This is an optimization exercise on Yosys and OpenROAD, whose aim is small area, not a production implementation. Only simulation tests tie the RTL to the original design; equivalence was not proved. The flow treats the clock pin as an ideal source. Dropping or thinning the clock tree relies on that and would not hold on a real chip.

== job 105 ==
## mp2
module mp2 #(
    parameter CLK_FREQ = 12000000,
    parameter INTERVAL = CLK_FREQ / 360
)(
    input logic clk,
    input logic rst,
    output logic RGB_R,
    output logic RGB_G,
    output logic RGB_B
);
    logic [7:0] pwm;
    logic [5:0] d;
    logic [2:0] seg;
    logic       tick;
    generate
        if (INTERVAL == 33333) begin : g_lfsr
            logic [13:0] lf;
            always_ff @(posedge clk) begin
                if (rst || tick) lf <= 14'h2b91;
                else lf <= {~lf[12:0], lf[13] ^ lf[0]};
            end
            assign tick = ((lf ^ 14'h20fb) & 14'h18ff) == 14'h0 && pwm[0] && (pwm[1] == d[0]);
        end else begin : g_bin
            logic [31:0] counter;
            always_ff @(posedge clk) begin
                if (rst || tick) counter <= 0;
                else counter <= counter + 1;
            end
            assign tick = (counter >= INTERVAL);
        end
    endgenerate
    always_ff @(posedge clk) begin
        if (rst) pwm <= 8'd0;
        else pwm <= pwm + 8'd1;
    end
    wire down = seg[2] ^ seg[1] ^ seg[0];
    wire last = down ? (d[5:1] == 5'd0) : (d[5] & d[4] & d[3] & d[1] & d[0]);
    always_ff @(posedge clk) begin
        if (rst) begin
            d <= 6'd0;
            seg <= 3'b000;
        end else if (tick) begin
            d <= down ? d - 6'd1 : d + 6'd1;
            if (last) seg <= {~seg[0], seg[2:1]};
        end
    end
    wire [7:0] level = {d + {4'd0, d[5:4]}, d[3:2]};
    wire ramp = pwm < level;
    wire full = ~&pwm;
    assign RGB_R = (~seg[2] & ~seg[1] & full) | ((seg[2] ^ seg[1]) & ramp);
    assign RGB_G = (seg[2] & ~seg[0] & full) | ~(seg[2] ^ seg[0]) & ramp;
    assign RGB_B = (seg[1] & seg[0] & full) | ((seg[1] ^ seg[0]) & ramp);
endmodule
==> flow/config.mk <==
export PLATFORM = sky130hd
export DESIGN_NAME = mp2
export DESIGN_NICKNAME = mp2
export VERILOG_FILES = /design/flow/design.v
export SDC_FILE = /design/flow/constraint.sdc
export NUM_CORES = 4
export LEC_CHECK = 0
export CAP_MARGIN = 20
export CORE_MARGIN = 2
export CORE_UTILIZATION = 40
export SLEW_MARGIN = 20
==> flow/constraint.sdc <==
create_clock -name core_clock -period 30.0 [get_ports {clk}]
set_input_delay 6.0000 -clock core_clock [delete_from_list [all_inputs] [get_ports {clk}]]
set_output_delay 6.0000 -clock core_clock [all_outputs]
set_load 0.01 [all_outputs]
standard.sh (not shown) runs the stock make flow with config.mk's settings and CLKGATE_MAP_FILE= SYNTH_SCRIPT=/design/flow/synth_recipe.tcl, a recipe that flattens the netlist after the stock synthesis.
==> flow/flow/run.sh <==
#!/bin/bash
# Own layout flow:
#  1. the standard synthesis (its netlist names the registers);
#  2. area-oriented re-synthesis of the combinational logic with abc's deepsyn, several
#     seeds, both from the RTL (registers then renamed to the standard synthesis's names)
#     and by re-mapping the standard netlist; a candidate counts only if it holds the same
#     registers, in the same cells, and a SAT proof shows its logic equals the standard
#     netlist's; the smallest one is laid out;
#  3. the standard layout, with one-cell port buffers and the clock tree collapsed to a
#     single buffer.
set -euo pipefail
W=$(pwd)
F=$W/flow
R=$W/orfs/results/sky130hd/mp2/base
LIB=$FLOW_HOME/platforms/sky130hd/lib/sky130_fd_sc_hd__tt_025C_1v80.lib
YOSYS=$FLOW_HOME/../tools/install/yosys/bin/yosys
[[ -x $YOSYS ]] || YOSYS=$(command -v yosys)
# candidates: source (rtl or the standard netlist, map), abc mapper, deepsyn seed
CANDIDATES="map:amap:1 map:amap:2 map:amap:3 map:amap:4 map:amap:5 map:amap:6 map:amap:7 map:amap:8 map:amap:9 map:amap:10 map:amap:11 map:amap:12 rtl:amap:1 rtl:amap:2 rtl:amap:3 rtl:amap:4"
ABC_T=20

# 1. standard synthesis
bash standard.sh synth > $W/log_1_synth.txt 2>&1

# 2. re-synthesis candidates
python3 $F/genmap.py $LIB $W/cells_func.v > $W/log_2_genmap.txt 2>&1
DU=$(grep -o -- "-dont_use [A-Za-z0-9_]*" $W/orfs/logs/sky130hd/mp2/base/1_2_yosys.log | sort -u | tr '\n' ' ')
cp $R/1_2_yosys.v $W/std_netlist.v
python3 $F/cutff.py $W/std_netlist.v $W/std_cut.v > $W/log_2_cut_std.txt 2>&1

candidate() {
  local kind=$1 mapper=$2 s=$3 c=$1_$2_$3
  local m="amap"
  [[ $mapper == mapa ]] && m="map -a"
  echo "strash; &get -n; &deepsyn -S $s -T $ABC_T; &put; dch -f; $m; topo" > $W/cand_$c.abc
  if [[ $kind == rtl ]]; then
    cat > $W/cand_$c.ys <<EOY
read_verilog -sv $W/design.v
hierarchy -check -top $FLOW_TOP
synth -flatten -top $FLOW_TOP -nofsm -noshare -run :fine
opt -full
techmap
opt -fast
dfflegalize -cell \$_DFF_P_ 01
opt_clean -purge
abc -liberty $LIB $DU -script $W/cand_$c.abc
dfflibmap -liberty $LIB $DU
EOY
  else
    cat > $W/cand_$c.ys <<EOY
read_liberty -lib $LIB
read_verilog $W/std_netlist.v
hierarchy -top $FLOW_TOP
techmap -map $W/cells_func.v
techmap
opt -purge
abc -liberty $LIB $DU -script $W/cand_$c.abc
EOY
  fi
  cat >> $W/cand_$c.ys <<EOY
opt_clean -purge
hilomap -singleton -hicell sky130_fd_sc_hd__conb_1 HI -locell sky130_fd_sc_hd__conb_1 LO
splitnets
opt_clean -purge
rename -hide w:*\$func\$*
select -assert-none t:\$*
tee -q -o $W/cand_$c.stat stat -liberty $LIB
write_verilog -noattr -nohex -nodec $W/cand_${c}_raw.v
EOY
  cat > $W/equiv_$c.ys <<EOY
read_verilog $W/std_cut.v
rename $FLOW_TOP gold
read_verilog $W/cand_${c}_cut.v
rename $FLOW_TOP gate
read_verilog -lib $W/cells_func.v
hierarchy -check
techmap -map $W/cells_func.v
techmap
opt -purge
miter -equiv -flatten -make_assert gold gate miter
hierarchy -top miter
sat -verify -prove-asserts miter
EOY
  if $YOSYS -q -l $W/log_2_cand_$c.txt $W/cand_$c.ys > /dev/null 2>&1 \
     && if [[ $kind == rtl ]]; then
          python3 $F/matchff.py $W/std_netlist.v $W/cand_${c}_raw.v $W/cand_$c.v > $W/log_2_match_$c.txt 2>&1
        else
          cp $W/cand_${c}_raw.v $W/cand_$c.v
        fi \
     && python3 $F/cutff.py $W/cand_$c.v $W/cand_${c}_cut.v > $W/log_2_cut_$c.txt 2>&1 \
     && $YOSYS -q -l $W/log_2_equiv_$c.txt $W/equiv_$c.ys > /dev/null 2>&1; then
    echo "$(grep 'Chip area' $W/cand_$c.stat | awk '{print $NF}') $c" > $W/cand_$c.ok
  fi
}
n=0
for c in $CANDIDATES; do
  candidate $(echo $c | tr ':' ' ') &
  n=$((n + 1))
  if (( n % ${NUM_CORES:-4} == 0 )); then wait; fi
done
wait
best=$(cat $W/cand_*.ok 2>/dev/null | sort -g | head -1 | awk '{print $2}')
{ echo "standard netlist: $(grep 'Chip area' $W/orfs/reports/sky130hd/mp2/base/synth_stat.txt | awk '{print $NF}')"
  echo "proven candidates (area name):"; cat $W/cand_*.ok 2>/dev/null || true; } > $W/log_2_choice.txt
if [[ -n "$best" ]]; then
  cp $W/cand_$best.v $R/1_2_yosys.v
  rm -f $R/1_synth.odb $R/1_synth.sdc
  echo "using $best" >> $W/log_2_choice.txt
else
  echo "no candidate proven; standard netlist kept" >> $W/log_2_choice.txt
fi

# 3. the standard layout from there
export MY_CLKBUF=${MY_CLKBUF:-sky130_fd_sc_hd__buf_12}
bash standard.sh POST_CTS_TCL=$F/post_cts.tcl "BUFFER_PORTS_ARGS=-buffer_cell sky130_fd_sc_hd__buf_1" finish > $W/log_3_layout.txt 2>&1
==> flow/flow/post_cts.tcl <==
# Collapse the clock tree to a single buffer: the root buffer drives every clock sink.
set block [ord::get_db_block]
set root [$block findInst clkbuf_0_clk]
set rootnet [[$root findITerm X] getNet]
set dead {}
foreach inst [$block getInsts] {
  if {$inst eq $root} continue
  set m [[$inst getMaster] getName]
  set n [$inst getName]
  if {[string match clkbuf_* $n] || [string match clkload* $n]} { lappend dead $inst }
}
foreach inst $dead {
  foreach it [$inst getITerms] {
    set net [$it getNet]
    if {$net eq "NULL" || $net eq ""} continue
    if {[$it isOutputSignal]} {
      foreach s [$net getITerms] {
        if {$s ne $it} { $s disconnect; $s connect $rootnet }
      }
      $it disconnect
      odb::dbNet_destroy $net
    } else {
      $it disconnect
    }
  }
  puts "removed [$inst getName]"
  odb::dbInst_destroy $inst
}
# one buffer strong enough to keep the flip-flop clock pins' slew low
$root swapMaster [[ord::get_db] findMaster $::env(MY_CLKBUF)]
set_propagated_clock [all_clocks]
estimate_parasitics -placement
detailed_placement
puts "clock sinks on [$rootnet getName]: [llength [$rootnet getITerms]]"
Other scripts of this flow, unchanged in this note and not shown: flow/flow/cutff.py, flow/flow/genmap.py, flow/flow/matchff.py
> inputs changed (job 105 -> job 103)
diff --git a/flow/flow/run.sh b/flow/flow/run.sh
--- a/flow/flow/run.sh
+++ b/flow/flow/run.sh
@@ -17,5 +17,5 @@
 [[ -x $YOSYS ]] || YOSYS=$(command -v yosys)
 # candidates: source (rtl or the standard netlist, map), abc mapper, deepsyn seed
-CANDIDATES="map:amap:1 map:amap:2 map:amap:3 map:amap:4 map:amap:5 map:amap:6 map:amap:7 map:amap:8 map:amap:9 map:amap:10 map:amap:11 map:amap:12 rtl:amap:1 rtl:amap:2 rtl:amap:3 rtl:amap:4"
+CANDIDATES="map:amap:1 map:amap:2 map:amap:3 map:amap:4 map:amap:5 map:amap:6 map:mapa:1 map:mapa:3 rtl:amap:1 rtl:amap:2 rtl:amap:3 rtl:mapa:1"
 ABC_T=20
 
@@ -112,4 +112,4 @@
 
 # 3. the standard layout from there
-export MY_CLKBUF=${MY_CLKBUF:-sky130_fd_sc_hd__buf_12}
+export MY_CLKBUF=sky130_fd_sc_hd__clkbuf_16
 bash standard.sh POST_CTS_TCL=$F/post_cts.tcl "BUFFER_PORTS_ARGS=-buffer_cell sky130_fd_sc_hd__buf_1" finish > $W/log_3_layout.txt 2>&1
Results
Looking at maximum cell stage delay along the critical path across job 105 and job 103, the one that comes out lower is job 105. Job 103 against job 105: number of global-route vias before repair up about 9%, core utilization up 0.29 points, initial antenna violation count flat, cell count down 0.47%. Number of instances in the synthesized netlist for job 103: 1 down relative to job 105. Summary of job 103 over job 105: share of the final layout cell area in sequential cells fell 0.30 points, setup slack fell 92 ps.

-- port drivers added, routing unchanged --
How much do the figures lean on ideal ports? The routed layouts below were timed once more, with nothing changed but the port constraints.
Step 1 assumes that a clkbuf_16 drives the clock port and a buf_2 every other input.
Step 2 adds t to the input delays and takes it off the output delays; t is the mean of the earliest and latest rising clock arrival at the registers after step 1. Input paths then give back, and output paths get back, about the clock's delay inside the block.
Slacks: ideal ports / drivers / drivers and shift; pairs: ideal ports / drivers.
run	t, ns	setup WS [ns]	clock arrival spread, ns	worst slew at a driven data input, ns	pins driven straight from the clock port
job 105	0.170	21.506 / 21.477 / 21.647	0.003 / 0.003	0.03	1
job 103	0.193	21.414 / 21.388 / 21.581	0.004 / 0.004	0.03	1
After both steps setup and hold are still met in every run listed.
